Background: an optimization exercise with open tools, aiming at a short achievable clock period and few clock cycles. Do not read the settings as production practice.
RTL that was checked went through simulation tests only; none was proved equivalent to the original.
The RTL of runs 4 and 5 was laid out without a check of its function.
No activity file was given, so power comes from the tool's default toggle rates.

==> flow/design.v (outline; a module is shown in full before it is edited, if it fits) <==
// module x2: 3 lines
// module mj3: 3 lines
// module mul_pipe: 3523 lines
// module gcell: 4 lines
// module gcell_g: 3 lines
// module kx2: 3 lines
// module ks_add32: 302 lines
// module MIPS_Pipe: 308 lines
// module dff_r: 9 lines
// module dff: 7 lines
// module beq_cmp: 16 lines
// module eq32: 3 lines
// module late_sel: 7 lines
// module fwd3: 7 lines
// module fwd_slice: 13 lines
// module stall_calc: 13 lines
// module inc4: 16 lines
// module and2m: 3 lines
// module btb_lookup: 22 lines
// module btb_match: 8 lines
// module add10: 3 lines
// module dec5: 6 lines
// module rd10: 9 lines
// module ao7: 8 lines
module MIPS_Pipe (
    input  clk, reset,
    input  [31:0] imem_rdata,
    input  [31:0] dmem_rdata,
    output [31:0] imem_addr,
    output [31:0] dmem_addr,
    output [31:0] dmem_wdata,
    output dmem_we
);
  // ...
==> flow/flow/run.sh <==
#!/bin/bash
set -euo pipefail
MARGIN=$(cat flow/setup_margin)
CTSD=$(cat flow/cts_buf_distance)
RES=orfs/results/${FLOW_PLATFORM}/MIPS_Pipe/base
bash standard.sh SETUP_SLACK_MARGIN="$MARGIN" CTS_BUF_DISTANCE="$CTSD" 3_3_place_gp > flow_make_place.log 2>&1
openroad -no_init -exit -threads "${NUM_CORES:-8}" flow/move_out_regs.tcl > flow_move_out_regs.log 2>&1
bash standard.sh SETUP_SLACK_MARGIN="$MARGIN" CTS_BUF_DISTANCE="$CTSD" > flow_make_rest.log 2>&1
==> flow/flow/cts_buf_distance <==
150
==> flow/flow/move_out_regs.tcl <==
# Move each flip-flop that drives an output port's buffer next to that buffer.
set odb orfs/results/$::env(FLOW_PLATFORM)/MIPS_Pipe/base/3_3_place_gp.odb
read_db $odb
set block [ord::get_db_block]
set core [$block getCoreArea]
set cx [expr {([$core xMin] + [$core xMax]) / 2}]
set cy [expr {([$core yMin] + [$core yMax]) / 2}]
set moved 0
foreach bt [$block getBTerms] {
  if {[$bt getIoType] ne "OUTPUT"} { continue }
  set net [$bt getNet]
  set buf ""
  foreach it [$net getITerms] { if {[$it isOutputSignal]} { set buf [$it getInst] } }
  if {$buf eq ""} { continue }
  set innet ""
  foreach it [$buf getITerms] { if {[$it isInputSignal]} { set innet [$it getNet] } }
  if {$innet eq ""} { continue }
  set ff ""
  set nload 0
  foreach it [$innet getITerms] {
    if {[$it isOutputSignal]} { set ff [$it getInst] } else { incr nload }
  }
  if {$ff eq "" || $nload != 1} { continue }
  if {![string match "*df*" [[$ff getMaster] getName]]} { continue }
  set loc [$buf getLocation]
  set x [lindex $loc 0]
  set y [lindex $loc 1]
  # a few microns from the buffer, towards the core centre
  set dx [expr {$cx > $x ? 3000 : -3000}]
  set dy [expr {$cy > $y ? 3000 : -3000}]
  $ff setLocation [expr {$x + $dx}] [expr {$y + $dy}]
  $ff setPlacementStatus PLACED
  incr moved
  puts "moved [$ff getName] next to [$buf getName] for [$bt getName]"
}
puts "moved $moved flip-flops"
write_db $odb
==> flow/flow/setup_margin <==
8.5
==> flow/standard.sh <==
#!/bin/bash
# synth_recipe.tcl (not shown) runs the flow's synth.tcl, then flattens the netlist and writes it again
# the make line also repeats each setting of config.mk as NAME=value (left out here)
make -C /OpenROAD-flow-scripts/flow DESIGN_CONFIG=/design/flow/config.mk WORK_HOME=/design/flow/orfs CLKGATE_MAP_FILE= SYNTH_SCRIPT=/design/flow/synth_recipe.tcl "${@:-finish}"
==> flow/config.mk <==
export PLATFORM = sky130hd
export DESIGN_NAME = MIPS_Pipe
export DESIGN_NICKNAME = MIPS_Pipe
export VERILOG_FILES = /design/flow/design.v
export SDC_FILE = /design/flow/constraint.sdc
export NUM_CORES = 8
export LEC_CHECK = 0
export CAP_MARGIN = 20
export CORE_MARGIN = 2
export CORE_UTILIZATION = 50
export CTS_CLUSTER_DIAMETER = 100
export CTS_CLUSTER_SIZE = 20
export SLEW_MARGIN = 20
export SYNTH_HIERARCHICAL = 1
==> flow/constraint.sdc <==
create_clock -name core_clock -period 12.0 [get_ports {clk}]
set_input_delay 2.4000 -clock core_clock [delete_from_list [all_inputs] [get_ports {clk}]]
set_output_delay 2.4000 -clock core_clock [all_outputs]
set_load 0.01 [all_outputs]
==> key figures, run 1 <==
Status
  • Status: timing/DRC/antenna clean

Critical path
  • CP max stage delay: 0.36 ns
  • CP Data Arrival Time: between 1 and 1.5 ns
  • Stages on worst setup path: 1
  • Crit path buf inv count: 1
  • CP delay by family, top: flip-flops

Cells and area
  • Largest register FFs: approximately 1000
  • Fraction of area in multi-input gates: 0.4840
  • Share of layout cells above drive strength 1: 0.2472
  • Fillers: roughly 21000
  • Post-route cell area: 142600 um^2
  • Sequential fraction of total cell area: 0.4072
  • Post-Layout Cell Count: 14276

Clock tree
  • Clk slew on worst S/H paths: 0.08 ns
  • Clk buf depth: 4
  • Hold_buf cts: 0
  • Clk sinks: 2155

Die
  • Std-Cell Rows: 184
  • Die Span X: 505.3 um
  • Die Y: 505.3 um

Detailed routing
  • Met2 WL: 226.5 mm
  • Wire length per cell: 36.77 um
  • Initial DRC count: 13540

STA
  • Worst relative slew slack: 0.1314
  • Fin crit period: 3.709 ns
  • Measured slew at the worst slew-check pin: 1.303 ns
  • Hold Vio Cnt, Final: 0
  • Final WS setup: 8.291 ns

Min path
  • Hold path startpoint: bpc_e[5]
  • Hold path cells: 0

Global routing
  • Pin count of the biggest net entering global routing: 71
  • Global-route wire length before repair: 711.6 mm
  • GRT Util Overall: 0.3925

Power
  • Lkg Pwr: 0.06197 uW
  • Peak supply drop: 0.1628 mV

Logic synthesis
  • Mapped Cells: 10504
  • Mapped cell area: about 130000 um^2

Job
  • Max-cap viol count: 0
Testbench counts, summed over its fixed seeds: cycles 112,410.
==> run 2, diff against run 1 <==
--- a/flow/config.mk
+++ b/flow/config.mk
@@ -8,7 +8,7 @@
 export CAP_MARGIN = 20
 export CORE_MARGIN = 2
 export CORE_UTILIZATION = 50
-export CTS_CLUSTER_DIAMETER = 100
+export CTS_CLUSTER_DIAMETER = 60
 export CTS_CLUSTER_SIZE = 20
 export SLEW_MARGIN = 20
 export SYNTH_HIERARCHICAL = 1
==> run 2 against run 1 <==
Net effect:
- still clean on timing, DRC and antenna
- sequential cell count did not move
- total power rose by 8.6%
- combinational power increased by 2%
- fmax fell by 0.72%
- clock power grew 29%
- largest power group unchanged
- highest routed layer unchanged
==> key figures, run 2 <==
Critical path
  • CP startpoint kind: flop (unchanged)
  • Critical-path top delay cell: dfxtp_2 (was dfrtp_1)
  • Max Fanout on Critical Path: 1 (unchanged)
  • Setup crit end kind: output pin (unchanged)
  • CP max stage delay: 0.33 ns (was 0.36 ns)
  • CP Data Arrival Time: 1.34 ns (was 1.31 ns)
  • Critical path class: reg2out (unchanged)
  • WP data required: 9.60 ns (about the same)
  • Crit path buf inv count: 1 (unchanged)
  • CP delay by family, top: flip-flops (unchanged)
  • CP Cell Sequence: buf_6 (was buf_2)

STA
  • Setup TNS: 0 ns (unchanged)
  • RSZ-0062 raised after global routing: yes (unchanged)
  • Fin crit period: 3.736 ns (was 3.709 ns)
  • Final WS setup: 8.264 ns (was 8.291 ns)
  • Measured slew at the worst slew-check pin: 1.235 ns (was 1.303 ns)
  • Hold Vio Cnt, Final: 0 (unchanged)
  • Final Max Slew Viols: 0 (unchanged)
  • Maximum clock frequency: 267.7 MHz (was 269.6 MHz)
  • Setup violators final: 0 (unchanged)
  • Tcrit/Tclk final: 0.3113 (was 0.3091)
  • Clk_skew: 0.1382 ns (was 0.08567 ns)
  • Worst relative slew slack: 0.1769 (was 0.1314)

Global routing
  • Remaining Overflow, GRT: 0 (unchanged)
  • GRT Util Overall: 0.3952 (was 0.3925)
  • Global-route wire length before repair: 716.2 mm (was 711.6 mm)
  • Pin count of the biggest net entering global routing: 71 (unchanged)
  • Vias in the first global route: 92072 (was 91246)
  • Initial antenna violation count: 66 (was 68)

Place
  • Detailed placement HPWL: 341.6 mm (unchanged)
  • Inst Count DP: 13726 (unchanged)
  • DP Worst Slack: 6.570 ns (unchanged)
  • Placed cell areas: 131500 um^2 (unchanged)
  • Port bufs: 162 (unchanged)
  • Final RePlAce weighted congestion: 0.9970 (unchanged)

Detailed routing
  • Detail Route Antenna Nets: 0 (unchanged)
  • Wire length per cell: 36.51 um (was 36.77 um)
  • Initial DRC count: 13335 (was 13540)
  • DRC viols: 0 (unchanged)
  • Routed vias/inst: 6.635 (was 6.672)
  • Detailed-router iteration count before antenna repair: 9 (was 8)
  • Via count: 95717 (was 95250)
  • Total wire length: 526.7 mm (was 525.0 mm)

Clock tree
  • CTS tree: yes (unchanged)
  • Clk buf depth: 4 (unchanged)
  • Clk slew on worst S/H paths: 0.09 ns (was 0.08 ns)
  • Root buffer cell: clkbuf_16 (unchanged)
  • Clock Latency Late Sink: 0.89 ns (was 0.84 ns)
  • CTS H-tree depth: 4 (unchanged)
  • Hold_buf cts: 0 (unchanged)
  • Cts bufs inserted: 180 (was 139)
  • Clk sinks: 2155 (unchanged)

Status
  • Status: timing/DRC/antenna clean (unchanged)

Cells and area
  • Fin nets: 11002 (was 10911)
  • Layout area overhead: 16.07% (was 13.47%)
  • Post-Layout Cell Count: 14426 (was 14276)
  • Most frequent cells in the layout: 1527 x and2_1, 1385 x edfxtp_1, 1380 x xor2_1 (was 1544 x and2_1, 1400 x xor2_1, 1385 x edfxtp_1)
  • Biggest regs: rf x1024, btb_tgt x160, btb_tag x96 (unchanged)
  • Largest register FFs: 1024 (unchanged)
  • Commonest non-fill, non-tap cell in the layout: and2_1 (unchanged)
  • Post-route cell area: 145800 um^2 (was 142600 um^2)
  • Layout Utilization: 0.5816 (was 0.5686)
  • Top reg by flops: rf (unchanged)
  • Share of layout cells above drive strength 1: 0.2644 (was 0.2472)

Logic synthesis
  • Yosys warnings: 13 (unchanged)
  • Mapped cell area: 125600 um^2 (unchanged)
  • Mapped Cells: 10504 (unchanged)
  • Avg Inst Size Synth: 11.96 um^2 (unchanged)

Power
  • Peak supply drop: 0.1485 mV (was 0.1628 mV)
  • Lkg Pwr: 0.06353 uW (was 0.06197 uW)
  • Cell Pwr Density: 131.2 nW/um^2 (was 123.6 nW/um^2)

Die
  • Die Y: 505.3 um (unchanged)
  • Initial Utilization: 0.5011 (unchanged)
  • I/O Pins: 163 (unchanged)
  • Die area: 255300 um^2 (unchanged)
  • Die Span X: 505.3 um (unchanged)
  • Std-Cell Rows: 184 (unchanged)
  • Core Region: 250700 um^2 (unchanged)

Min path
  • Min-delay worst type: reg2reg (unchanged)

Job
  • Max-cap viol count: 0 (unchanged)
run 2: cell types whose count changed in the layout (fill, tap and decap cells not counted), moves of 18 or more:
cell and change:
buf_4 +23, a22oi_1 +18, clkbuf_1 -44, xor2_2 +21, clkbuf_16 +42, a22oi_2 -18
xor2_1 -20
run 2: worst paths after layout:
| check | start | endpoint | slack (ns) | cells after the start |
|---|---|---|---|---|
| max in group asynchronous | reset | pc_f[31] | 9.40 | 2 |
| min | btgt_d[4] | btgt_e[4] | 0.30 | 0 |
| min reg2reg | btgt_d[4] | btgt_e[4] | 0.30 | 0 |
| min in group asynchronous | reset | dst_w[0] | 1.42 | 1 |
| max reg2reg | fwd[0].b.sw | addr_out.q[7] | 8.38 | 14 |
| max | pc_out.q[2] | imem_addr[2] | 8.26 | 1 |
run 2: where the power goes:
part	internal [uW]	total, uW	switching, uW
clock	3300	6500	3210
sequential	8280	8890	616
combinational	1440	3740	2300
run 2: metrics by stage:
| step | total power (uW) | hold WS (ns) |
|---|---|---|
| finish | 19140 | 0.3046 |
| global route | 19610 | 0.3104 |
| CTS | 18830 | 0.2992 |
| detailed placement | 12260 | 0.3121 |
| global placement | 12240 | 0.3129 |
| floorplan | 10720 | 0.3096 |
run 2: what timing repair did:
action,in CTS,in global routing
gates cloned,21,11
resized for setup,1096,583
pin swaps,114,305
setup buffers,109,168
endpoints found under the setup margin,644,388
run 2: metal layers:
layer / part of all wire / track usage / routed length, um / vias up
met4: 0.068 / 0.2190 / 35830 / 30
met2: 0.43 / 0.5864 / 226600 / 6214
li1: - / - / - / 39669
met3: 0.11 / 0.1029 / 58010 / 1414
met5: 0.00089 / 0 / 467 / -
met1: 0.39 / 0.5267 / 205800 / 48390
run 2: cell type report:
type | count | area (um^2)
Inverter | 81 | 307.8
Tap cell | 3348 | 4189
Fill cell | 20375 | 104900
Timing Repair inverter | 2 | 12.51
Sequential cell | 2155 | 58060
Timing Repair Buffer | 718 | 7338
Clock inverter | 110 | 1520
Antenna cell | 55 | 137.6
Multi-Input combinational cell | 7735 | 69350
Clock buffer | 222 | 4901
==> run 3, diff against run 2 <==
--- a/flow/config.mk
+++ b/flow/config.mk
@@ -9,6 +9,6 @@
 export CORE_MARGIN = 2
 export CORE_UTILIZATION = 50
 export CTS_CLUSTER_DIAMETER = 60
-export CTS_CLUSTER_SIZE = 20
+export CTS_CLUSTER_SIZE = 15
 export SLEW_MARGIN = 20
 export SYNTH_HIERARCHICAL = 1
==> run 3 against run 2 <==
Net effect:
- still clean on timing, DRC and antenna
- fmax up 0.43%
- sequential power barely moved
- sequential share of layout area up 0.20 points
- count of clock-buffer cells in the layout grew 66
- final cell count grew 0.19%
- synthesized cell count stayed put
- routed wire length down 0.28%
- combinational power decreased by 1%
- utilization is 0.28 points lower
- critical path type unchanged
- largest power group unchanged
==> key figures, run 3 <==
Status
  • Status: timing/DRC/antenna clean (unchanged)

Place
  • Final RePlAce weighted congestion: 0.9970 (unchanged)
  • Placed cell areas: 131500 um^2 (unchanged)
  • Inst Count DP: 13726 (unchanged)
  • Detailed placement HPWL: 341.6 mm (unchanged)
  • Port bufs: 162 (unchanged)

Cells and area
  • Fin nets: 11015 (was 11002)
  • Post-route cell area: 145100 um^2 (was 145800 um^2)
  • Area of the multi-input gates: 69120 um^2 (was 69350 um^2)
  • Layout Utilization: 0.5788 (was 0.5816)
  • Post-Layout Cell Count: 14454 (was 14426)
  • Most frequent cells in the layout: 1528 x and2_1, 1386 x xor2_1, 1385 x edfxtp_1 (was 1527 x and2_1, 1385 x edfxtp_1, 1380 x xor2_1)
  • Share of layout cells above drive strength 1: 0.2588 (was 0.2644)
  • Fillers: 20582 (was 20375)
  • Layout area overhead: 15.51% (was 16.07%)
  • Commonest non-fill, non-tap cell in the layout: and2_1 (unchanged)
  • Top reg by flops: rf (unchanged)
  • Biggest regs: rf x1024, btb_tgt x160, btb_tag x96 (unchanged)
  • FF+latch area: 58070 um^2 (was 58060 um^2)
  • Largest register FFs: 1024 (unchanged)

STA
  • Clk_skew: 0.1053 ns (was 0.1382 ns)
  • Fin crit period: 3.720 ns (was 3.736 ns)
  • RSZ-0062 raised after global routing: yes (unchanged)
  • Measured slew at the worst slew-check pin: 1.273 ns (was 1.235 ns)
  • Tcrit/Tclk final: 0.3100 (was 0.3113)
  • Setup TNS: 0 ns (unchanged)
  • Worst relative slew slack: 0.1514 (was 0.1769)
  • Final Max Slew Viols: 0 (unchanged)
  • Maximum clock frequency: 268.8 MHz (was 267.7 MHz)
  • Hold Vio Cnt, Final: 0 (unchanged)
  • Setup violators final: 0 (unchanged)

Critical path
  • WP data required: 9.60 ns (about the same)
  • CP startpoint kind: flop (unchanged)
  • CP Data Arrival Time: 1.32 ns (was 1.34 ns)
  • R2R setup slack: 8.41 ns (was 8.38 ns)
  • Setup crit end kind: output pin (unchanged)
  • Crit path buf inv count: 1 (unchanged)
  • CP delay by family, top: flip-flops (unchanged)
  • Critical path class: reg2out (unchanged)
  • CP max stage delay: 0.34 ns (was 0.33 ns)
  • Max Fanout on Critical Path: 1 (unchanged)
  • Critical-path top delay cell: dfxtp_2 (unchanged)
  • CP Cell Sequence: buf_6 (unchanged)

Die
  • Initial Utilization: 0.5011 (unchanged)
  • Die Y: 505.3 um (unchanged)
  • Std-Cell Rows: 184 (unchanged)
  • Die area: 255300 um^2 (unchanged)
  • Die Span X: 505.3 um (unchanged)
  • Core Region: 250700 um^2 (unchanged)
  • I/O Pins: 163 (unchanged)

Logic synthesis
  • Mapped Cells: 10504 (unchanged)
  • Avg Inst Size Synth: 11.96 um^2 (unchanged)
  • Mapped cell area: 125600 um^2 (unchanged)
  • Yosys warnings: 13 (unchanged)

Clock tree
  • Clock Latency Late Sink: 0.86 ns (was 0.89 ns)
  • Cts bufs inserted: 198 (was 180)
  • Clk sinks: 2155 (unchanged)
  • Clk slew on worst S/H paths: 0.07 ns (was 0.09 ns)
  • CTS H-tree depth: 4 (unchanged)
  • Clk buf depth: 4 (unchanged)
  • Root buffer cell: clkbuf_16 (unchanged)
  • Hold_buf cts: 0 (unchanged)
  • CTS tree: yes (unchanged)

Power
  • Peak supply drop: 0.1718 mV (was 0.1485 mV)
  • Cell Pwr Density: 130.3 nW/um^2 (was 131.2 nW/um^2)
  • Clock power frac: 0.334 (was 0.340)
  • Pint: 12930 uW (was 13010 uW)
  • Total power: 18900 uW (was 19140 uW)
  • Psw: 5976 uW (was 6127 uW)
  • Sw Ratio: 0.3161 (was 0.3202)
  • Comb pwr share: 0.195 (about the same)
  • Lkg Pwr: 0.06323 uW (was 0.06353 uW)
  • Sequential power share: 0.471 (was 0.465)

Detailed routing
  • Initial DRC count: 13368 (was 13335)
  • Detailed-router iteration count before antenna repair: 7 (was 9)
  • Wire length per cell: 36.34 um (was 36.51 um)
  • Via count: 96022 (was 95717)
  • Detail Route Antenna Nets: 0 (unchanged)
  • Total wire length: 525.2 mm (was 526.7 mm)
  • DRC viols: 0 (unchanged)
  • Routed vias/inst: 6.643 (was 6.635)

Global routing
  • Remaining Overflow, GRT: 0 (unchanged)
  • GRT Util Overall: 0.3940 (was 0.3952)
  • Vias in the first global route: 92193 (was 92072)
  • Global-route wire length before repair: 715.1 mm (was 716.2 mm)
  • Initial antenna violation count: 59 (was 66)
  • Pin count of the biggest net entering global routing: 71 (unchanged)

Job
  • Max-cap viol count: 0 (unchanged)

Min path
  • Min-delay worst type: reg2reg (unchanged)
## run 3: final timing paths
check | cells past startpoint | to | start
worst max-delay path | 1 | dmem_addr[7] | addr_out.q[7]
min in group asynchronous | 1 | rf_ok[24] | reset
worst max register to register | 12 | pc_out.q[27] | bt_e[22]
worst min-delay path | 0 | btgt_e[4] | btgt_d[4]
max in group asynchronous | 2 | pc_f[14] | reset
worst min register to register | 0 | btgt_e[4] | btgt_d[4]
## run 3: routing by layer
metal | wire (um) | global-route usage | vias up | share of wire
met5 | 115 | 0 | - | 0.00022
met4 | 34430 | 0.2159 | 18 | 0.066
met3 | 56920 | 0.09599 | 1324 | 0.11
met2 | 226500 | 0.5837 | 6265 | 0.43
met1 | 207200 | 0.5311 | 48695 | 0.39
li1 | - | - | 39720 | -
## run 3: repair_timing
action,CTS,global route
pin swaps,76,314
gates resized for setup,1051,595
gates cloned,17,11
setup buffers,96,182
setup endpoints to repair,640,376
## run 3: area by class of cell
class | count | area share
diodes | 56 | 0.0009657
multi-input cells | 7734 | 0.4763
well taps | 3348 | 0.02887
inverters | 81 | 0.002147
clock inverters | 76 | 0.005777
repair buffers | 714 | 0.04862
repair inverters | 2 | 0.00008622
clock buffers | 288 | 0.03704
flip-flops and latches | 2155 | 0.4002
## run 3: power groups by stage
stage,Combinational [uW],Sequential [uW],Clock (uW)
global route,3840,8910,6640
CTS,3370,8880,6360
finish,3690,8900,6310
global placement,3170,9070,0
detailed placement,3230,9030,0
floorplan,1940,8780,0
## run 3: through the flow
step	hold WS [ns]	worst slack, ns
floorplan	0.3096	8.139
global placement	0.3129	6.648
detailed placement	0.3121	6.570
CTS	0.3050	8.258
global route	0.3253	8.257
finish	0.3126	8.280
==> module MIPS_Pipe, before the edit <==
module MIPS_Pipe (
    input  clk, reset,
    input  [31:0] imem_rdata,
    input  [31:0] dmem_rdata,
    output [31:0] imem_addr,
    output [31:0] dmem_addr,
    output [31:0] dmem_wdata,
    output dmem_we
);
genvar k;
reg  [31:0] pc_f;
wire [31:0] pc_in;
wire [31:0] pc_in_o;
dff #(.W(32)) pc_out (.clk(clk), .d(pc_in_o), .q(imem_addr));
reg z, boot;
always @(posedge clk) z <= ~reset;
always @(posedge clk or negedge reset)
    if (!reset) boot <= 1'b1;
    else boot <= 1'b0;
wire fetch_ok = ~boot | z;
reg        btb_v   [0:15];
reg  [5:0] btb_tag [0:15];
reg  [9:0] btb_tgt [0:15];
reg        upd_v, upd_t;
reg  [3:0] upd_idx;
reg  [5:0] upd_tag;
reg  [9:0] upd_tgt;
wire [3:0]  f_idx  = pc_f[5:2];
wire        j_f    = (imem_rdata[31:26] == 6'b000010);
wire        f_hit;
wire [9:0]  btgt_f;
wire [15:0] btb_vv;
wire [95:0] btb_tags;
wire [159:0] btb_tgts;
generate for (k = 0; k < 16; k = k + 1) begin : btbw
    assign btb_vv[k] = btb_v[k];
    assign btb_tags[6*k+5:6*k] = btb_tag[k];
    assign btb_tgts[10*k+9:10*k] = btb_tgt[k];
end endgenerate
btb_lookup btb_lk (.pc(pc_f[11:2]), .v(btb_vv), .tags(btb_tags), .tgts(btb_tgts),
                   .hit(f_hit), .tgt(btgt_f));
wire [31:0] pcp4_f;
inc4 inc_f (.a(pc_f), .y(pcp4_f));
wire [31:0] jt_f   = {pcp4_f[31:28], imem_rdata[25:0], 2'b00};
wire [31:0] btb_pc_f = {pc_f[31:12], btgt_f, 2'b00};
wire        predt_f = f_hit & ~j_f;
wire [29:0] immp1_f = {{14{imem_rdata[15]}}, imem_rdata[15:0]} + 30'd1;
wire [31:0] immx_f  = {immp1_f, 2'b00};
wire [5:0]  op_f  = imem_rdata[31:26];
wire [5:0]  fn_f  = imem_rdata[5:0];
wire is_r_f    = (op_f == 6'b000000);
wire is_addi_f = (op_f == 6'b001000);
wire is_lw_f   = (op_f == 6'b100011);
wire is_sw_f   = (op_f == 6'b101011);
wire is_beq_f  = (op_f == 6'b000100);
wire use_imm_f = is_addi_f | is_lw_f | is_sw_f;
wire [4:0] dst_f = is_r_f ? imem_rdata[15:11] : imem_rdata[20:16];
wire [18:0] dec_f = {
    is_r_f & (fn_f == 6'b011100),                        
    is_r_f & (fn_f == 6'b101010),                        
    is_r_f & (fn_f == 6'b100101),                        
    is_r_f & (fn_f == 6'b100100),                        
    is_r_f & (fn_f == 6'b100010),                        
    use_imm_f | (is_r_f & (fn_f == 6'b100000)),          
    dst_f,                                               
    (is_r_f | is_addi_f | is_lw_f) & (dst_f != 5'd0),    
    is_r_f | is_beq_f,                                   
    is_r_f | use_imm_f | is_beq_f,                       
    use_imm_f,                                           
    is_beq_f,                                            
    is_sw_f,                                             
    is_lw_f,                                             
    predt_f & ~is_beq_f                                  
};
reg         valid_d;
reg  [31:0] instr_d, pc_d;
reg  [18:0] dec_d;
reg   [9:0] btgt_d;
reg         same_d;    
reg         predt_d;
reg  [31:0] immx_d;
wire [31:0] pcp4_d;
inc4 inc_d (.a(pc_d), .y(pcp4_d));
wire [4:0]  rs_d  = instr_d[25:21];
wire [4:0]  rt_d  = instr_d[20:16];
wire [31:0] imm_d = {{16{instr_d[15]}}, instr_d[15:0]};
wire mul_d     = dec_d[18];
wire slt_d     = dec_d[17];
wire or_d      = dec_d[16];
wire and_d     = dec_d[15];
wire sub_d     = dec_d[14];
wire add_d     = dec_d[13];
wire [4:0] dst_d = dec_d[12:8];
wire wr_d      = dec_d[7];
wire uses_rt_d = dec_d[6];
wire uses_rs_d = dec_d[5];
wire use_imm_d = dec_d[4];
wire is_beq_d  = dec_d[3];
wire is_sw_d   = dec_d[2];
wire is_lw_d   = dec_d[1];
wire fix_d     = dec_d[0];
reg        wr_e, lw_e, mul_e, sw_e;
reg  [4:0] dst_e;
reg        wr_m, lw_m, mul_m;
reg  [4:0] dst_m;
reg        wr_w;
reg  [4:0] dst_w;
reg [31:0] res_m, res_w;
wire [31:0] mul_p;
wire [31:0] res_mc, res_wr;
wire [31:0] res_w_d = lw_m ? dmem_rdata : mul_m ? mul_p : res_m;
dff #(.W(32)) res_wr_u (.clk(clk), .d(res_w_d), .q(res_wr));
wire [31:0] wdata_w = res_wr;
reg [31:0] rf [1:31];
reg [31:1] rf_ok;
wire [31:0] rf_rs = (rs_d == 5'd0) ? 32'd0 :
                    (wr_w && dst_w == rs_d) ? wdata_w : (rf[rs_d] & {32{rf_ok[rs_d]}});
wire [31:0] rf_rt = (rt_d == 5'd0) ? 32'd0 :
                    (wr_w && dst_w == rt_d) ? wdata_w : (rf[rt_d] & {32{rf_ok[rt_d]}});
wire [4:0] rs_f = imem_rdata[25:21];
wire [31:1] rs_f_hot;
wire [309:0] rf_lo10;
generate for (k = 1; k < 32; k = k + 1) begin : rflo
    assign rf_lo10[10*(k-1)+9:10*(k-1)] = rf[k][9:0] & {10{rf_ok[k]}};
end endgenerate
dec5 rs_f_dec (.a(rs_f), .y(rs_f_hot));
wire [9:0] base10_f;
rd10 rs_f_rd (.sel(rs_f_hot), .d(rf_lo10), .y(base10_f));
wire rs_e_hit = wr_e && dst_e == rs_d;
wire rt_e_hit = wr_e && dst_e == rt_d;
wire rs_m_hit = wr_m && dst_m == rs_d;
wire rt_m_hit = wr_m && dst_m == rt_d;
wire [2:0] stall_x;
generate for (k = 0; k < 3; k = k + 1) begin : stl
    stall_calc u (.valid(valid_d), .uses_rs(uses_rs_d), .uses_rt(uses_rt_d), .is_sw(is_sw_d),
        .rs(rs_d), .rt(rt_d), .wr_e(wr_e), .lw_e(lw_e), .mul_e(mul_e), .dst_e(dst_e),
        .stall(stall_x[k]));
end endgenerate
wire stall_pc = stall_x[0];
wire stall_dr = stall_x[1];
wire stall_d  = stall_x[2];
wire [31:0] bt_d;
wire bt_cout;
ks_add32 bt_add (.a(pc_d), .b(immx_d), .cin(1'b0), .s(bt_d), .cout(bt_cout));
wire redir_d  = valid_d & ~stall_d  & fix_d;
wire redir_pc = valid_d & ~stall_pc & fix_d;
wire hold_pc = stall_pc | ~fetch_ok | ~reset;
wire s_hold = hold_pc;
wire s_rd   = ~hold_pc & redir_pc;
wire s_j    = ~hold_pc & ~redir_pc & j_f;
wire s_b    = ~hold_pc & ~redir_pc & ~j_f & f_hit;
wire s_p    = ~hold_pc & ~redir_pc & ~j_f & ~f_hit;
reg  [9:0] raw10, base10_d;
reg        fresh_d;
wire [9:0] base10_e = fresh_d ? raw10 : base10_d;
reg        el_e;
reg        wl_v;
reg  [4:0] wl_dst;
reg  [9:0] wl_val;
wire rs_w_hit  = wr_w && dst_w == rs_d;
wire rs_l_hit  = wl_v && wl_dst == rs_d;
wire [9:0] imm10 = instr_d[9:0];
wire [9:0] a10_m, a10_w, a10_l, a10_r;
add10 ad_m (.a(res_m[9:0]), .b(imm10), .y(a10_m));
add10 ad_w (.a(res_w[9:0]), .b(imm10), .y(a10_w));
add10 ad_l (.a(wl_val),     .b(imm10), .y(a10_l));
add10 ad_r (.a(base10_e),   .b(imm10), .y(a10_r));
wire [9:0] addr10_d = (rs_d == 5'd0) ? imm10 : rs_m_hit ? a10_m :
                      rs_w_hit ? a10_w : rs_l_hit ? a10_l : a10_r;
wire el_d = valid_d & is_lw_d & ~rs_e_hit & ~(rs_m_hit & (lw_m | mul_m)) & ~sw_e & ~lw_e;
wire [3:0] sel_next = {rs_e_hit, ~rs_e_hit & rs_m_hit,
                       ~use_imm_d & rt_e_hit, ~use_imm_d & ~rt_e_hit & rt_m_hit};
reg  [31:0] opa_e, opb_e, sd_e, bt_e, pcp4_e;
reg   [9:0] btgt_e;
reg         same_e;
reg  [19:0] pch_e;
reg         fa_m_e, fa_w_e, fb_m_e, fb_w_e, fs_m_e, fs_w_e, fs_l_e;
reg         add_e, sub_e, and_e, or_e, slt_e, beq_e, predt_e;
reg   [9:0] bpc_e;
wire [31:0] a_e, b_e, s_e;
generate for (k = 0; k < 4; k = k + 1) begin : fwd
    fwd_slice #(.W(8)) a (.clk(clk), .sm_d(sel_next[3]), .sw_d(sel_next[2]),
        .m(res_m[8*k+7:8*k]), .w(res_w[8*k+7:8*k]), .r(opa_e[8*k+7:8*k]), .y(a_e[8*k+7:8*k]));
    fwd_slice #(.W(8)) b (.clk(clk), .sm_d(sel_next[1]), .sw_d(sel_next[0]),
        .m(res_m[8*k+7:8*k]), .w(res_w[8*k+7:8*k]), .r(opb_e[8*k+7:8*k]), .y(b_e[8*k+7:8*k]));
end endgenerate
fwd3 fwd_s (.sm(fs_m_e), .sw(fs_w_e), .m(res_mc), .w(res_w), .r(sd_e),  .y(s_e));
wire [31:0] sum_e, diff_e;
wire        c_sum_e, c_diff_e;
ks_add32 add_u (.a(a_e), .b(b_e),  .cin(1'b0), .s(sum_e),  .cout(c_sum_e));
ks_add32 sub_u (.a(a_e), .b(~b_e), .cin(1'b1), .s(diff_e), .cout(c_diff_e));
wire        lt_e   = ~c_diff_e;    
wire [31:0] alu_e  = ({32{add_e}} & sum_e) | ({32{sub_e}} & diff_e) |
                     ({32{and_e}} & (a_e & b_e)) | ({32{or_e}} & (a_e | b_e)) |
                     {31'd0, slt_e & lt_e} | ({32{el_e}} & dmem_rdata);
wire taken_e;
beq_cmp cmp_u (.res_m(res_mc), .res_w(res_w), .opa(opa_e), .opb(opb_e),
               .fa_m(fa_m_e), .fa_w(fa_w_e), .fb_m(fb_m_e), .fb_w(fb_w_e),
               .taken(taken_e));
wire tmatch_e = (pch_e == bt_e[31:12]) & (btgt_e == bt_e[11:2]);
wire redir_t = beq_e & (predt_e ? ~tmatch_e : ~same_e);
wire redir_n = beq_e & predt_e & ~(same_e & tmatch_e);
wire [31:0] pc_t, pc_n;
ao7 pcsel_t (.s({redir_t, {5{~redir_t}} & {s_hold, s_rd, s_j, s_b, s_p}}),
             .x6(bt_e), .x5(pc_f), .x4(pcp4_d), .x3(jt_f), .x2(btb_pc_f), .x1(pcp4_f), .y(pc_t));
ao7 pcsel_n (.s({redir_n, {5{~redir_n}} & {s_hold, s_rd, s_j, s_b, s_p}}),
             .x6(pcp4_e), .x5(pc_f), .x4(pcp4_d), .x3(jt_f), .x2(btb_pc_f), .x1(pcp4_f), .y(pc_n));
wire vd = stall_d ? valid_d : ~redir_d;
wire b0 = stall_d | ~valid_d;
wire valid_d_next, bubble_d;
late_sel #(.W(34)) tsel_u (.s(taken_e),
    .x1({pc_t, ~redir_t & vd, redir_t | b0}),
    .x0({pc_n, ~redir_n & vd, redir_n | b0}),
    .y({pc_in, valid_d_next, bubble_d}));
late_sel #(.W(32)) tsel_o (.s(taken_e), .x1(pc_t), .x0(pc_n), .y(pc_in_o));
mul_pipe mul_u (.clk(clk), .res_m(res_mc), .res_w(res_w),
                .opa(opa_e), .opb(opb_e), .sel_d(sel_next), .p(mul_p));
reg  [31:0] sd_m;
reg         we_m;
dff #(.W(32)) addr_out (.clk(clk), .d(el_d ? {22'd0, addr10_d} : alu_e), .q(dmem_addr));
dff #(.W(32)) res_mc_u (.clk(clk), .d(alu_e),   .q(res_mc));
assign dmem_wdata = sd_m;
assign dmem_we    = we_m;
integer i;
always @(posedge clk or negedge reset) begin
    if (!reset) begin
        pc_f <= 32'd0;
        valid_d <= 1'b0;
        predt_d <= 1'b0;
        wr_e <= 1'b0; lw_e <= 1'b0; mul_e <= 1'b0; dst_e <= 5'd0; el_e <= 1'b0;
        sw_e <= 1'b0; beq_e <= 1'b0; predt_e <= 1'b0;
        wr_m <= 1'b0; lw_m <= 1'b0; mul_m <= 1'b0; dst_m <= 5'd0; we_m <= 1'b0;
        wr_w <= 1'b0; dst_w <= 5'd0;
        for (i = 0; i < 16; i = i + 1) btb_v[i] <= 1'b0;
        upd_v <= 1'b0;
        rf_ok <= 31'd0;
        wl_v  <= 1'b0;
    end else begin
        pc_f    <= pc_in;
        valid_d <= valid_d_next & fetch_ok;
        if (!stall_dr) predt_d <= predt_f;
        wr_e  <= wr_d & ~bubble_d;
        lw_e  <= is_lw_d & ~el_d & ~bubble_d;
        el_e  <= el_d & ~bubble_d;
        mul_e <= mul_d & ~bubble_d;
        sw_e  <= is_sw_d & ~bubble_d;
        beq_e <= is_beq_d & ~bubble_d;
        dst_e <= dst_d;
        predt_e <= predt_d;
        wr_m  <= wr_e;
        lw_m  <= lw_e;
        mul_m <= mul_e;
        dst_m <= dst_e;
        we_m  <= sw_e;
        wr_w  <= wr_m;
        dst_w <= dst_m;
        if (wr_w) rf_ok[dst_w] <= 1'b1;
        wl_v  <= wr_w;
        upd_v  <= redir_n | (beq_e & taken_e);
        if (upd_v) btb_v[upd_idx] <= upd_t;
    end
end
always @(posedge clk) begin
    raw10    <= base10_f;
    fresh_d  <= ~stall_dr;
    base10_d <= rs_w_hit ? wdata_w[9:0] : rs_l_hit ? wl_val : base10_e;
    wl_dst   <= dst_w;
    wl_val   <= wdata_w[9:0];
    if (!stall_dr) begin
        instr_d <= imem_rdata;
        dec_d   <= dec_f;
        pc_d    <= pc_f;
        btgt_d  <= btgt_f;
        same_d  <= (imem_rdata[15:0] == 16'd0);
        immx_d  <= immx_f;
    end
    add_e <= add_d & ~el_d;
    sub_e <= sub_d;
    and_e <= and_d;
    or_e  <= or_d;
    slt_e <= slt_d;
    {fa_m_e, fa_w_e, fb_m_e, fb_w_e} <= sel_next;
    fs_m_e <= rt_e_hit & ~lw_e;
    fs_w_e <= ~rt_e_hit & rt_m_hit;
    fs_l_e <= rt_e_hit & lw_e;
    opa_e  <= rf_rs;
    opb_e  <= use_imm_d ? imm_d : rf_rt;
    sd_e   <= rf_rt;
    bt_e   <= bt_d;
    pcp4_e <= pcp4_d;
    btgt_e <= btgt_d;
    same_e <= same_d;
    pch_e  <= pc_d[31:12];
    bpc_e  <= pc_d[11:2];
    res_m  <= alu_e;
    if (wr_w) rf[dst_w] <= wdata_w;
    sd_m   <= fs_l_e ? dmem_rdata : s_e;
    res_w  <= res_w_d;
    upd_idx  <= bpc_e[3:0];
    upd_tag  <= bpc_e[9:4];
    upd_tgt  <= bt_e[11:2];
    upd_t    <= taken_e;
    if (upd_v) begin
        btb_tag[upd_idx] <= upd_tag;
        btb_tgt[upd_idx] <= upd_tgt;
    end
end
endmodule
==> run 4, diff against run 3 <==
--- a/flow/design.v
+++ b/flow/design.v
@@ -3859,32 +3859,24 @@
     if (!reset) boot <= 1'b1;
     else boot <= 1'b0;
 wire fetch_ok = ~boot | z;
-reg        btb_v   [0:15];
-reg  [5:0] btb_tag [0:15];
-reg  [9:0] btb_tgt [0:15];
-reg        upd_v, upd_t;
-reg  [3:0] upd_idx;
-reg  [5:0] upd_tag;
-reg  [9:0] upd_tgt;
-wire [3:0]  f_idx  = pc_f[5:2];
 wire        j_f    = (imem_rdata[31:26] == 6'b000010);
-wire        f_hit;
+wire        hit_t_f, hit_f_f;
 wire [9:0]  btgt_f;
-wire [15:0] btb_vv;
-wire [95:0] btb_tags;
-wire [159:0] btb_tgts;
-generate for (k = 0; k < 16; k = k + 1) begin : btbw
-    assign btb_vv[k] = btb_v[k];
-    assign btb_tags[6*k+5:6*k] = btb_tag[k];
-    assign btb_tgts[10*k+9:10*k] = btb_tgt[k];
-end endgenerate
-btb_lookup btb_lk (.pc(pc_f[11:2]), .v(btb_vv), .tags(btb_tags), .tgts(btb_tgts),
-                   .hit(f_hit), .tgt(btgt_f));
+wire [25:0] blow_f;
+wire        ue_v, ud_v;
+wire [9:0]  ud_pc;
+wire [25:0] ud_jf;
+btb btb_u (.clk(clk), .rst(reset), .pc(pc_f[11:2]),
+           .ue_v(ue_v), .ue_pc(bpc_e), .ue_taken(taken_e), .ue_tgt(bt_e[11:2]),
+           .ud_v(ud_v), .ud_pc(ud_pc), .ud_jf(ud_jf),
+           .hit_t(hit_t_f), .hit_f(hit_f_f), .tgt(btgt_f), .nlow(blow_f));
 wire [31:0] pcp4_f;
 inc4 inc_f (.a(pc_f), .y(pcp4_f));
 wire [31:0] jt_f   = {pcp4_f[31:28], imem_rdata[25:0], 2'b00};
-wire [31:0] btb_pc_f = {pc_f[31:12], btgt_f, 2'b00};
-wire        predt_f = f_hit & ~j_f;
+wire        fold_ok = ~&pc_f[27:12];
+wire [31:0] btb_pc_f = {pc_f[31:28], blow_f[25:10] | ({16{hit_t_f}} & pc_f[27:12]), blow_f[9:0], 2'b00};
+wire        predt_f = hit_t_f & ~j_f;
+wire        bhit_f  = hit_t_f | (hit_f_f & fold_ok);
 wire [29:0] immp1_f = {{14{imem_rdata[15]}}, imem_rdata[15:0]} + 30'd1;
 wire [31:0] immx_f  = {immp1_f, 2'b00};
 wire [5:0]  op_f  = imem_rdata[31:26];
@@ -3896,7 +3888,8 @@
 wire is_beq_f  = (op_f == 6'b000100);
 wire use_imm_f = is_addi_f | is_lw_f | is_sw_f;
 wire [4:0] dst_f = is_r_f ? imem_rdata[15:11] : imem_rdata[20:16];
-wire [18:0] dec_f = {
+wire [19:0] dec_f = {
+    op_f == 6'b000010,                                   
     is_r_f & (fn_f == 6'b011100),                        
     is_r_f & (fn_f == 6'b101010),                        
     is_r_f & (fn_f == 6'b100101),                        
@@ -3915,7 +3908,7 @@
 };
 reg         valid_d;
 reg  [31:0] instr_d, pc_d;
-reg  [18:0] dec_d;
+reg  [19:0] dec_d;
 reg   [9:0] btgt_d;
 reg         same_d;    
 reg         predt_d;
@@ -3925,6 +3918,7 @@
 wire [4:0]  rs_d  = instr_d[25:21];
 wire [4:0]  rt_d  = instr_d[20:16];
 wire [31:0] imm_d = {{16{instr_d[15]}}, instr_d[15:0]};
+wire is_j_d    = dec_d[19];
 wire mul_d     = dec_d[18];
 wire slt_d     = dec_d[17];
 wire or_d      = dec_d[16];
@@ -3989,8 +3983,8 @@
 wire s_hold = hold_pc;
 wire s_rd   = ~hold_pc & redir_pc;
 wire s_j    = ~hold_pc & ~redir_pc & j_f;
-wire s_b    = ~hold_pc & ~redir_pc & ~j_f & f_hit;
-wire s_p    = ~hold_pc & ~redir_pc & ~j_f & ~f_hit;
+wire s_b    = ~hold_pc & ~redir_pc & ~j_f & bhit_f;
+wire s_p    = ~hold_pc & ~redir_pc & ~j_f & ~bhit_f;
 reg  [9:0] raw10, base10_d;
 reg        fresh_d;
 wire [9:0] base10_e = fresh_d ? raw10 : base10_d;
@@ -4046,6 +4040,11 @@
              .x6(bt_e), .x5(pc_f), .x4(pcp4_d), .x3(jt_f), .x2(btb_pc_f), .x1(pcp4_f), .y(pc_t));
 ao7 pcsel_n (.s({redir_n, {5{~redir_n}} & {s_hold, s_rd, s_j, s_b, s_p}}),
              .x6(pcp4_e), .x5(pc_f), .x4(pcp4_d), .x3(jt_f), .x2(btb_pc_f), .x1(pcp4_f), .y(pc_n));
+wire is_nop_d = ~wr_d & ~is_sw_d & ~is_beq_d & ~is_j_d;
+assign ue_v  = beq_e & (taken_e | predt_e);
+assign ud_v  = valid_d & (is_j_d | is_nop_d);
+assign ud_pc = pc_d[11:2] - 10'd1;
+assign ud_jf = is_j_d ? instr_d[25:0] : pcp4_d[27:2];
 wire vd = stall_d ? valid_d : ~redir_d;
 wire b0 = stall_d | ~valid_d;
 wire valid_d_next, bubble_d;
@@ -4072,8 +4071,6 @@
         sw_e <= 1'b0; beq_e <= 1'b0; predt_e <= 1'b0;
         wr_m <= 1'b0; lw_m <= 1'b0; mul_m <= 1'b0; dst_m <= 5'd0; we_m <= 1'b0;
         wr_w <= 1'b0; dst_w <= 5'd0;
-        for (i = 0; i < 16; i = i + 1) btb_v[i] <= 1'b0;
-        upd_v <= 1'b0;
         rf_ok <= 31'd0;
         wl_v  <= 1'b0;
     end else begin
@@ -4097,8 +4094,6 @@
         dst_w <= dst_m;
         if (wr_w) rf_ok[dst_w] <= 1'b1;
         wl_v  <= wr_w;
-        upd_v  <= redir_n | (beq_e & taken_e);
-        if (upd_v) btb_v[upd_idx] <= upd_t;
     end
 end
 always @(posedge clk) begin
@@ -4137,14 +4132,6 @@
     if (wr_w) rf[dst_w] <= wdata_w;
     sd_m   <= fs_l_e ? dmem_rdata : s_e;
     res_w  <= res_w_d;
-    upd_idx  <= bpc_e[3:0];
-    upd_tag  <= bpc_e[9:4];
-    upd_tgt  <= bt_e[11:2];
-    upd_t    <= taken_e;
-    if (upd_v) begin
-        btb_tag[upd_idx] <= upd_tag;
-        btb_tgt[upd_idx] <= upd_tgt;
-    end
 end
 endmodule
 module dff_r #(parameter W = 32) (
@@ -4241,27 +4228,104 @@
 module and2m (input a, b, output y);
 assign y = a & b;
 endmodule
-module btb_lookup (
-    input [9:0] pc,
-    input [15:0] v,
-    input [95:0] tags,
-    input [159:0] tgts,
-    output hit,
-    output [9:0] tgt
+module btb (
+    input clk, rst,
+    input [9:0] pc,                     
+    input ue_v, ue_taken,               
+    input [9:0] ue_pc, ue_tgt,
+    input ud_v,                         
+    input [9:0] ud_pc,
+    input [25:0] ud_jf,
+    output hit_t, hit_f,
+    output [9:0] tgt,
+    output [25:0] nlow      
 );
+reg        v   [0:15];
+reg        t   [0:15];
+reg        fv  [0:15];
+reg  [5:0] tag [0:15];
+reg  [9:0] tg  [0:15];
+reg [25:0] jt  [0:15];
+reg        re_v, re_taken, rd_v;
+reg  [9:0] re_pc, re_tgt, rd_pc;
+reg [25:0] rd_jf;
+always @(posedge clk) begin
+    re_taken <= ue_taken;
+    re_pc    <= ue_pc;
+    re_tgt   <= ue_tgt;
+    rd_pc    <= ud_pc;
+    rd_jf    <= ud_jf;
+end
 wire [15:0] m;
 genvar i;
 generate for (i = 0; i < 16; i = i + 1) begin : e
-    btb_match #(.I(i)) u (.pc(pc), .v(v[i]), .tag(tags[6*i+5:6*i]), .m(m[i]));
+    btb_match #(.I(i)) u (.pc(pc), .v(v[i]), .tag(tag[i]), .m(m[i]));
 end endgenerate
-assign hit = |m;
-reg [9:0] t;
+reg ht, hf;
+reg [9:0] tsel;
+reg [25:0] nsel;
 integer j;
 always @(*) begin
-    t = 10'd0;
-    for (j = 0; j < 16; j = j + 1) t = t | ({10{m[j]}} & tgts[10*j +: 10]);
+    ht = 1'b0; hf = 1'b0; tsel = 10'd0; nsel = 26'd0;
+    for (j = 0; j < 16; j = j + 1) begin
+        ht = ht | (m[j] & t[j]);
+        hf = hf | (m[j] & ~t[j] & fv[j]);
+        tsel = tsel | ({10{m[j]}} & tg[j]);
+        nsel = nsel | ({26{m[j]}} & (t[j] ? {16'd0, tg[j]} : jt[j]));
+    end
+end
+assign hit_t = ht;
+assign hit_f = hf;
+assign tgt = tsel;
+assign nlow = nsel;
+integer n;
+always @(posedge clk or negedge rst) begin
+    if (!rst) begin
+        re_v <= 1'b0;
+        rd_v <= 1'b0;
+        for (n = 0; n < 16; n = n + 1) begin
+            v[n] <= 1'b0; t[n] <= 1'b0; fv[n] <= 1'b0;
+        end
+    end else begin
+        re_v <= ue_v;
+        rd_v <= ud_v;
+        for (n = 0; n < 16; n = n + 1) begin
+            if (re_v && re_pc[3:0] == n && rd_v && rd_pc[3:0] == n && re_pc == rd_pc) begin
+                v[n] <= 1'b1; t[n] <= re_taken; fv[n] <= 1'b1;
+            end else if (re_v && re_pc[3:0] == n) begin
+                if (v[n] && tag[n] == re_pc[9:4]) t[n] <= re_taken;
+                else if (re_taken) begin
+                    v[n] <= 1'b1; t[n] <= 1'b1; fv[n] <= 1'b0;
+                end
+            end else if (rd_v && rd_pc[3:0] == n) begin
+                if (v[n] && tag[n] == rd_pc[9:4]) fv[n] <= 1'b1;
+                else begin
+                    v[n] <= 1'b1; t[n] <= 1'b0; fv[n] <= 1'b1;
+                end
+            end
+        end
+    end
+end
+integer q;
+always @(posedge clk) begin
+    for (q = 0; q < 16; q = q + 1) begin
+        if (re_v && re_pc[3:0] == q && rd_v && rd_pc[3:0] == q && re_pc == rd_pc) begin
+            tag[q] <= re_pc[9:4];
+            if (re_taken) tg[q] <= re_tgt;
+            jt[q] <= rd_jf;
+        end else if (re_v && re_pc[3:0] == q) begin
+            if (v[q] && tag[q] == re_pc[9:4]) begin
+                if (re_taken) tg[q] <= re_tgt;
+            end else if (re_taken) begin
+                tag[q] <= re_pc[9:4];
+                tg[q] <= re_tgt;
+            end
+        end else if (rd_v && rd_pc[3:0] == q) begin
+            tag[q] <= rd_pc[9:4];
+            jt[q] <= rd_jf;
+        end
+    end
 end
-assign tgt = t;
 endmodule
 module btb_match #(parameter I = 0) (
     input [9:0] pc,
--- a/flow/config.mk
+++ b/flow/config.mk
@@ -9,6 +9,6 @@
 export CORE_MARGIN = 2
 export CORE_UTILIZATION = 50
 export CTS_CLUSTER_DIAMETER = 60
-export CTS_CLUSTER_SIZE = 15
+export CTS_CLUSTER_SIZE = 20
 export SLEW_MARGIN = 20
 export SYNTH_HIERARCHICAL = 1
==> run 4 against run 3 <==
Net effect:
- highest routed layer unchanged
- synthesized cell count up 16%
- sequential power up 33%
- setup slack worse by 0.34 ns
- still clean on timing, DRC and antenna
- utilization up 0.95 points
- sequential cell count up 486
- area after synthesis up 19%
==> key figures, run 4 <==
Die
  • Die Span X: 550.5 um (was 505.3 um)
  • Std-Cell Rows: 200 (was 184)
  • Initial Utilization: 0.5027 (was 0.5011)
  • Die area: 303000 um^2 (was 255300 um^2)
  • Die Y: 550.5 um (was 505.3 um)
  • Core Region: 297000 um^2 (was 250700 um^2)
  • I/O Pins: 163 (unchanged)

Cells and area
  • Largest register FFs: 1024 (unchanged)
  • Most frequent cells in the layout: 1802 x edfxtp_1, 1497 x and2_1, 1446 x xor2_1 (was 1528 x and2_1, 1386 x xor2_1, 1385 x edfxtp_1)
  • Layout area overhead: 17.03% (was 15.51%)
  • Layout Utilization: 0.5883 (was 0.5788)
  • Commonest non-fill, non-tap cell in the layout: edfxtp_1 (was and2_1)
  • Share of layout cells above drive strength 1: 0.2785 (was 0.2588)
  • Fillers: 23738 (was 20582)
  • Fin nets: 12782 (was 11015)
  • Post-route cell area: 174700 um^2 (was 145100 um^2)
  • Biggest regs: rf x1024, btb_u.jt x416, btb_u.tg x160 (was rf x1024, btb_tgt x160, btb_tag x96)
  • Top reg by flops: rf (unchanged)

STA
  • Tcrit/Tclk final: 0.3382 (was 0.3100)
  • Measured slew at the worst slew-check pin: 1.297 ns (was 1.273 ns)
  • Clk_skew: 0.1069 ns (was 0.1053 ns)
  • Setup TNS: 0 ns (unchanged)
  • Worst relative slew slack: 0.1322 (was 0.1514)
  • Setup violators final: 0 (unchanged)
  • Final Max Slew Viols: 0 (unchanged)
  • Hold Vio Cnt, Final: 0 (unchanged)
  • Fin crit period: 4.058 ns (was 3.720 ns)
  • Final WS setup: 7.942 ns (was 8.280 ns)
  • Maximum clock frequency: 246.4 MHz (was 268.8 MHz)
  • RSZ-0062 raised after global routing: yes (unchanged)

Clock tree
  • Clock Latency Late Sink: 1.01 ns (was 0.86 ns)
  • CTS tree: yes (unchanged)
  • Cts bufs inserted: 232 (was 198)
  • Root buffer cell: clkbuf_16 (unchanged)
  • Clk sinks: 2641 (was 2155)
  • Clk buf depth: 5 (was 4)
  • Clk slew on worst S/H paths: 0.08 ns (was 0.07 ns)
  • Hold_buf cts: 0 (unchanged)
  • CTS H-tree depth: 4 (unchanged)

Global routing
  • GR peak layer: met2 (unchanged)
  • GR Util met2: 0.6175 (was 0.5837)
  • Remaining Overflow, GRT: 0 (unchanged)
  • Vias in the first global route: 109562 (was 92193)
  • Initial antenna violation count: 93 (was 59)
  • GRT Util Overall: 0.4224 (was 0.3940)
  • Grt met1 use: 0.5758 (was 0.5311)
  • GR Util met3: 0.09881 (was 0.09599)
  • Pin count of the biggest net entering global routing: 118 (was 71)
  • Global-route wire length before repair: 892.0 mm (was 715.1 mm)

Min path
  • Min-delay worst type: reg2reg (unchanged)

Place
  • Detailed placement HPWL: 429.9 mm (was 341.6 mm)
  • DP Worst Slack: 6.302 ns (was 6.570 ns)
  • Final RePlAce weighted congestion: 1.037 (was 0.9970)
  • Placed cell areas: 156400 um^2 (was 131500 um^2)
  • Port bufs: 162 (unchanged)

Detailed routing
  • Detailed-router iteration count before antenna repair: 9 (was 7)
  • Detail Route Antenna Nets: 0 (unchanged)
  • Initial DRC count: 17559 (was 13368)
  • Total wire length: 663.7 mm (was 525.2 mm)
  • DRC viols: 0 (unchanged)
  • Via count: 114949 (was 96022)
  • Routed vias/inst: 6.827 (was 6.643)
  • Wire length per cell: 39.42 um (was 36.34 um)

Critical path
  • Max Fanout on Critical Path: 6 (was 1)
  • Critical path class: reg2reg (was reg2out)
  • Setup crit end kind: flop (was output pin)
  • CP startpoint kind: flop (unchanged)
  • CP Data Arrival Time: 4.90 ns (was 1.32 ns)
  • WP data required: 12.84 ns (was 9.60 ns)

Job
  • Max-cap viol count: 0 (unchanged)

Logic synthesis
  • Yosys warnings: 24 (was 13)
  • Mapped cell area: 149300 um^2 (was 125600 um^2)
  • Mapped Cells: 12180 (was 10504)
  • Avg Inst Size Synth: 12.26 um^2 (was 11.96 um^2)

Power
  • Peak supply drop: 0.1666 mV (was 0.1718 mV)
  • Total power: 25450 uW (was 18900 uW)
  • Cell Pwr Density: 145.6 nW/um^2 (was 130.3 nW/um^2)
  • Lkg Pwr: 0.07416 uW (was 0.06323 uW)

Status
  • Status: timing/DRC/antenna clean (unchanged)
run 4: timing repair:
item,4_1_cts,5_1_grt
endpoints found under the setup margin,1201,524
setup buffers,135,249
gates cloned,17,17
gates resized for setup,1397,580
pin swaps,164,355
run 4: area by class of cell:
type / count / area, um^2 / share of cell area
inverters: 101 / 385.4 / 0.002205
flip-flops and latches: 2641 / 72260 / 0.4135
multi-input cells: 8776 / 79590 / 0.4555
clock inverters: 145 / 1807 / 0.01034
repair buffers: 898 / 9439 / 0.05402
well taps: 3939 / 4928 / 0.02820
diodes: 60 / 150.1 / 0.0008592
clock buffers: 276 / 6180 / 0.03537
repair inverters: 1 / 7.507 / 0.00004296
run 4: worst max-delay path: stages (launching register included):
cell and delay, ns:
dfrtp_4 0.51, buf_12 0.16, buf_16 0.17, xnor2_4 0.12, nand4_1 0.09, nor4_2 0.06
buf_6 0.15, nor2b_4 0.13, a22o_1 0.26, a221oi_4 0.28, nand4_1 0.45, o41ai_4 0.21
nand2b_4 0.11, buf_12 0.14, nand2_8 0.07, buf_8 0.13, nor2_4 0.06, buf_12 0.19
a22oi_2 0.16, nand3_2 0.10, mux2_4 0.36
run 4: metrics by stage:
stage                     hold WS [ns]  std cells
after CTS                       0.3251      16511
final                           0.3227      16837
after global placement          0.3107      15933
after detailed placement        0.3153      15938
after global routing            0.3398      16808
after floorplan                 0.3096      12196
run 4: where the power goes:
group | total [uW] | switching, uW | internal (uW)
combinational | 5610 | 3500 | 2100
sequential | 11800 | 1130 | 10700
clock | 8020 | 3970 | 4050
run 4: per-layer routing:
layer  vias to the layer above  part of all wire
li1                      46428                 -
met1                     58688              0.39
met5                         -           0.00045
met3                      1770              0.12
met4                        44             0.068
met2                      8019              0.43
run 4: worst paths after layout:
check | start | to | slack, ns | cells after the start
setup / recovery | pc_f[8] | pc_out.q[11] | 7.94 | 20
hold / removal | bpc_e[4] | btb_u.re_pc[4] | 0.32 | 0
setup reg to reg | pc_f[8] | pc_out.q[11] | 7.94 | 20
hold reg to reg | bpc_e[4] | btb_u.re_pc[4] | 0.32 | 0
max in group asynchronous | reset | lw_m | 8.77 | 3
min in group asynchronous | reset | btb_u.v[3] | 1.32 | 1
==> run 5, diff against run 4 <==
--- a/flow/design.v
+++ b/flow/design.v
@@ -3862,21 +3862,21 @@
 wire        j_f    = (imem_rdata[31:26] == 6'b000010);
 wire        hit_t_f, hit_f_f;
 wire [9:0]  btgt_f;
-wire [25:0] blow_f;
+wire [25:0] bjf_f;
 wire        ue_v, ud_v;
 wire [9:0]  ud_pc;
-wire [25:0] ud_jf;
 btb btb_u (.clk(clk), .rst(reset), .pc(pc_f[11:2]),
            .ue_v(ue_v), .ue_pc(bpc_e), .ue_taken(taken_e), .ue_tgt(bt_e[11:2]),
-           .ud_v(ud_v), .ud_pc(ud_pc), .ud_jf(ud_jf),
-           .hit_t(hit_t_f), .hit_f(hit_f_f), .tgt(btgt_f), .nlow(blow_f));
+           .ud_v(ud_v), .ud_pc(ud_pc), .ud_jf(instr_d[25:0]),
+           .hit_t(hit_t_f), .hit_f(hit_f_f), .tgt(btgt_f), .jf(bjf_f));
 wire [31:0] pcp4_f;
 inc4 inc_f (.a(pc_f), .y(pcp4_f));
 wire [31:0] jt_f   = {pcp4_f[31:28], imem_rdata[25:0], 2'b00};
+wire [31:0] btb_pc_f  = {pc_f[31:12], btgt_f, 2'b00};
+wire [31:0] fold_pc_f = {pc_f[31:28], bjf_f, 2'b00};
 wire        fold_ok = ~&pc_f[27:12];
-wire [31:0] btb_pc_f = {pc_f[31:28], blow_f[25:10] | ({16{hit_t_f}} & pc_f[27:12]), blow_f[9:0], 2'b00};
 wire        predt_f = hit_t_f & ~j_f;
-wire        bhit_f  = hit_t_f | (hit_f_f & fold_ok);
+wire        fold_f  = hit_f_f & fold_ok;
 wire [29:0] immp1_f = {{14{imem_rdata[15]}}, imem_rdata[15:0]} + 30'd1;
 wire [31:0] immx_f  = {immp1_f, 2'b00};
 wire [5:0]  op_f  = imem_rdata[31:26];
@@ -3983,8 +3983,9 @@
 wire s_hold = hold_pc;
 wire s_rd   = ~hold_pc & redir_pc;
 wire s_j    = ~hold_pc & ~redir_pc & j_f;
-wire s_b    = ~hold_pc & ~redir_pc & ~j_f & bhit_f;
-wire s_p    = ~hold_pc & ~redir_pc & ~j_f & ~bhit_f;
+wire s_b    = ~hold_pc & ~redir_pc & ~j_f & hit_t_f;
+wire s_fd   = ~hold_pc & ~redir_pc & ~j_f & ~hit_t_f & fold_f;
+wire s_p    = ~hold_pc & ~redir_pc & ~j_f & ~hit_t_f & ~fold_f;
 reg  [9:0] raw10, base10_d;
 reg        fresh_d;
 wire [9:0] base10_e = fresh_d ? raw10 : base10_d;
@@ -4036,15 +4037,15 @@
 wire redir_t = beq_e & (predt_e ? ~tmatch_e : ~same_e);
 wire redir_n = beq_e & predt_e & ~(same_e & tmatch_e);
 wire [31:0] pc_t, pc_n;
-ao7 pcsel_t (.s({redir_t, {5{~redir_t}} & {s_hold, s_rd, s_j, s_b, s_p}}),
-             .x6(bt_e), .x5(pc_f), .x4(pcp4_d), .x3(jt_f), .x2(btb_pc_f), .x1(pcp4_f), .y(pc_t));
-ao7 pcsel_n (.s({redir_n, {5{~redir_n}} & {s_hold, s_rd, s_j, s_b, s_p}}),
-             .x6(pcp4_e), .x5(pc_f), .x4(pcp4_d), .x3(jt_f), .x2(btb_pc_f), .x1(pcp4_f), .y(pc_n));
-wire is_nop_d = ~wr_d & ~is_sw_d & ~is_beq_d & ~is_j_d;
+ao8 pcsel_t (.s({redir_t, {6{~redir_t}} & {s_hold, s_rd, s_j, s_b, s_fd, s_p}}),
+             .x7(bt_e), .x6(pc_f), .x5(pcp4_d), .x4(jt_f), .x3(btb_pc_f), .x2(fold_pc_f),
+             .x1(pcp4_f), .y(pc_t));
+ao8 pcsel_n (.s({redir_n, {6{~redir_n}} & {s_hold, s_rd, s_j, s_b, s_fd, s_p}}),
+             .x7(pcp4_e), .x6(pc_f), .x5(pcp4_d), .x4(jt_f), .x3(btb_pc_f), .x2(fold_pc_f),
+             .x1(pcp4_f), .y(pc_n));
 assign ue_v  = beq_e & (taken_e | predt_e);
-assign ud_v  = valid_d & (is_j_d | is_nop_d);
+assign ud_v  = valid_d & is_j_d;
 assign ud_pc = pc_d[11:2] - 10'd1;
-assign ud_jf = is_j_d ? instr_d[25:0] : pcp4_d[27:2];
 wire vd = stall_d ? valid_d : ~redir_d;
 wire b0 = stall_d | ~valid_d;
 wire valid_d_next, bubble_d;
@@ -4238,7 +4239,7 @@
     input [25:0] ud_jf,
     output hit_t, hit_f,
     output [9:0] tgt,
-    output [25:0] nlow      
+    output [25:0] jf
 );
 reg        v   [0:15];
 reg        t   [0:15];
@@ -4263,21 +4264,21 @@
 end endgenerate
 reg ht, hf;
 reg [9:0] tsel;
-reg [25:0] nsel;
+reg [25:0] jsel;
 integer j;
 always @(*) begin
-    ht = 1'b0; hf = 1'b0; tsel = 10'd0; nsel = 26'd0;
+    ht = 1'b0; hf = 1'b0; tsel = 10'd0; jsel = 26'd0;
     for (j = 0; j < 16; j = j + 1) begin
         ht = ht | (m[j] & t[j]);
         hf = hf | (m[j] & ~t[j] & fv[j]);
         tsel = tsel | ({10{m[j]}} & tg[j]);
-        nsel = nsel | ({26{m[j]}} & (t[j] ? {16'd0, tg[j]} : jt[j]));
+        jsel = jsel | ({26{m[j]}} & jt[j]);
     end
 end
 assign hit_t = ht;
 assign hit_f = hf;
 assign tgt = tsel;
-assign nlow = nsel;
+assign jf = jsel;
 integer n;
 always @(posedge clk or negedge rst) begin
     if (!rst) begin
@@ -4353,11 +4354,12 @@
 end
 assign y = t;
 endmodule
-module ao7 (
-    input [5:0] s,
-    input [31:0] x6, x5, x4, x3, x2, x1,
+module ao8 (
+    input [6:0] s,
+    input [31:0] x7, x6, x5, x4, x3, x2, x1,
     output [31:0] y
 );
-assign y = ({32{s[5]}} & x6) | ({32{s[4]}} & x5) | ({32{s[3]}} & x4) |
-           ({32{s[2]}} & x3) | ({32{s[1]}} & x2) | ({32{s[0]}} & x1);
+assign y = ({32{s[6]}} & x7) | ({32{s[5]}} & x6) | ({32{s[4]}} & x5) |
+           ({32{s[3]}} & x4) | ({32{s[2]}} & x3) | ({32{s[1]}} & x2) |
+           ({32{s[0]}} & x1);
 endmodule
==> run 5 against run 4 <==
Net effect:
- cell area down 0.83%
- total power is 6.5% lower
- critical path depth did not move
- largest power group unchanged
- sequential power fell by 8%
- synthesized cell count down 0.65%
- critical endpoint is now pc_out.q[9]
- first-iteration DRC count fell by 2.0%
- utilization is 0.053 points higher
- via count down 0.13%
- fmax increased by 0.59%
- critical path type unchanged
- register-to-register slack gained 0.02 ns
- worst hold slack got worse by 0.036 ns
- setup slack gained 0.024 ns
==> key figures, run 5 <==
Status
  • Status: timing/DRC/antenna clean (unchanged)

Clock tree
  • Clk buf depth: 5 (unchanged)
  • CTS H-tree depth: 4 (unchanged)
  • Cts bufs inserted: 230 (was 232)
  • Clock Latency Late Sink: 1.02 ns (was 1.01 ns)
  • Clk slew on worst S/H paths: 0.08 ns (about the same)
  • CTS tree: yes (unchanged)

STA
  • Worst relative slew slack: 0.1791 (was 0.1322)
  • Tcrit/Tclk final: 0.3362 (was 0.3382)
  • Measured slew at the worst slew-check pin: 1.231 ns (was 1.297 ns)
  • Hold Vio Cnt, Final: 0 (unchanged)
  • Clk_skew: 0.09418 ns (was 0.1069 ns)
  • Setup violators final: 0 (unchanged)

Detailed routing
  • Routed vias/inst: 6.836 (was 6.827)
  • Initial DRC count: 17211 (was 17559)
  • Wire length per cell: 39.42 um (about the same)
  • Total wire length: 662.1 mm (was 663.7 mm)
  • Detailed-router iteration count before antenna repair: 12 (was 9)
  • DRC viols: 0 (unchanged)
  • Via count: 114805 (was 114949)

Critical path
  • WP data required: 12.83 ns (was 12.84 ns)
  • CP Data Arrival Time: 4.87 ns (was 4.90 ns)
  • Endpoint of the worst-slack reg-to-reg timing path: pc_out.q[9] (was pc_out.q[11])
  • RR Startpoint: pc_f[6] (was pc_f[8])
  • CP startpoint kind: flop (unchanged)
  • Critical path class: reg2reg (unchanged)
  • R2R setup slack: 7.97 ns (was 7.94 ns)
  • Max Fanout on Critical Path: 7 (was 6)

Cells and area
  • Commonest non-fill, non-tap cell in the layout: edfxtp_1 (unchanged)
  • Largest register FFs: 1024 (unchanged)
  • Biggest regs: rf x1024, btb_u.jt x416, btb_u.tg x160 (unchanged)
  • Most frequent cells in the layout: 1802 x edfxtp_1, 1521 x and2_1, 1496 x xor2_1 (was 1802 x edfxtp_1, 1497 x and2_1, 1446 x xor2_1)
  • Post-Layout Cell Count: 16795 (was 16837)

Die
  • Die Y: 548.4 um (was 550.5 um)
  • Std-Cell Rows: 199 (was 200)
  • I/O Pins: 163 (unchanged)

Min path
  • Min-delay worst type: reg2reg (unchanged)
  • Hold Path Sink: btgt_e[4] (was btb_u.re_pc[4])
  • Hold path startpoint: btgt_d[4] (was bpc_e[4])

Place
  • Inst Count DP: 15869 (was 15938)
  • Final RePlAce weighted congestion: 1.022 (was 1.037)

Job
  • Max-cap viol count: 0 (unchanged)

Power
  • Peak supply drop: 0.1427 mV (was 0.1666 mV)
  • Cell Pwr Density: 137.3 nW/um^2 (was 145.6 nW/um^2)
  • Lkg Pwr: 0.07357 uW (was 0.07416 uW)

Global routing
  • Pin count of the biggest net entering global routing: 117 (was 118)
  • Global-route wire length before repair: 893.5 mm (was 892.0 mm)
  • GRT Util Overall: 0.4261 (was 0.4224)

Logic synthesis
  • Yosys warnings: 24 (unchanged)
run 5: metrics by stage:
step | util | hold slack, ns | area (um^2) | power (uW) | setup slack [ns]
detailed placement | 0.5270 | 0.3121 | 155100 | 15180 | 6.561
global placement | 0.5267 | 0.3110 | 155000 | 15150 | 6.620
CTS | 0.5733 | 0.2954 | 168700 | 23360 | 8.065
finish | 0.5888 | 0.2870 | 173300 | 23780 | 7.965
global route | 0.5885 | 0.3172 | 173200 | 24300 | 7.923
floorplan | - | 0.3096 | 148400 | 13270 | 7.926
run 5: per-layer routing:
metal	vias to the layer above	part of all wire	global-route usage
li1	46419	-	-
met1	58297	0.39	0.5775
met2	8259	0.42	0.6210
met3	1808	0.13	0.1205
met4	22	0.065	0.2224
met5	-	0.00024	0
run 5: area by class of cell:
cell class              count  area (um^2)  share of cell area
inverters                 105        407.9            0.002354
repair buffers            959         9967             0.05752
well taps                3919         4903             0.02830
clock buffers             273         6061             0.03497
multi-input cells        8701        77670              0.4482
clock inverters           143         1926             0.01111
flip-flops and latches   2641        72220              0.4168
diodes                     54        135.1           0.0007798
run 5: timing repair:
item,in CTS,in global routing
setup buffers,219,200
cloned,28,9
pin swaps,202,246
endpoints found under the setup margin,978,457
hold buffers,0,0
resized for setup,1345,551
run 5: worst max-delay path: stages, from the launching register on:
cell	delay [ns]
dfrtp_2	0.43
buf_6	0.13
buf_12	0.13
buf_16	0.15
xnor2_2	0.13
nand4_1	0.13
nor4_4	0.05
buf_4	0.15
buf_12	0.12
nand3b_1	0.09
nand4_1	0.09
or4_4	0.65
o41ai_4	0.11
nand2b_4	0.21
buf_6	0.10
nor2_4	0.07
buf_12	0.18
buf_16	0.13
a222oi_1	0.31
nand3_1	0.18
mux2_4	0.33
run 5: where the power goes:
part           internal [uW]  switching (uW)  total, uW
registers              10200             681      10900
logic                   1860            3030       4890
clock network           4060            3980       8040
total                  16100            7690      23800
run 5: worst max path at each step:
stage	from	to	slack, ns	cells after the start
5_1_grt	pc_f[6]	pc_out.q[25]	7.92	20
4_1_cts	we_m	dmem_we	8.06	1
2_1_floorplan	imem_rdata[28]	pc_f[10]	7.93	9
6_report	pc_f[6]	pc_out.q[9]	7.97	20
3_3_place_gp	imem_rdata[23]	raw10[3]	6.62	6
3_5_place_dp	imem_rdata[23]	raw10[5]	6.56	6

Re-timed with assumed drivers on the ports (clkbuf_16 on the clock, buf_2 on other inputs), run 5 has 7.965 ns of setup slack against 7.965 ns with ideal ports, and 6.972 ns once port delays also move by the mid clock arrival of 1.083 ns.
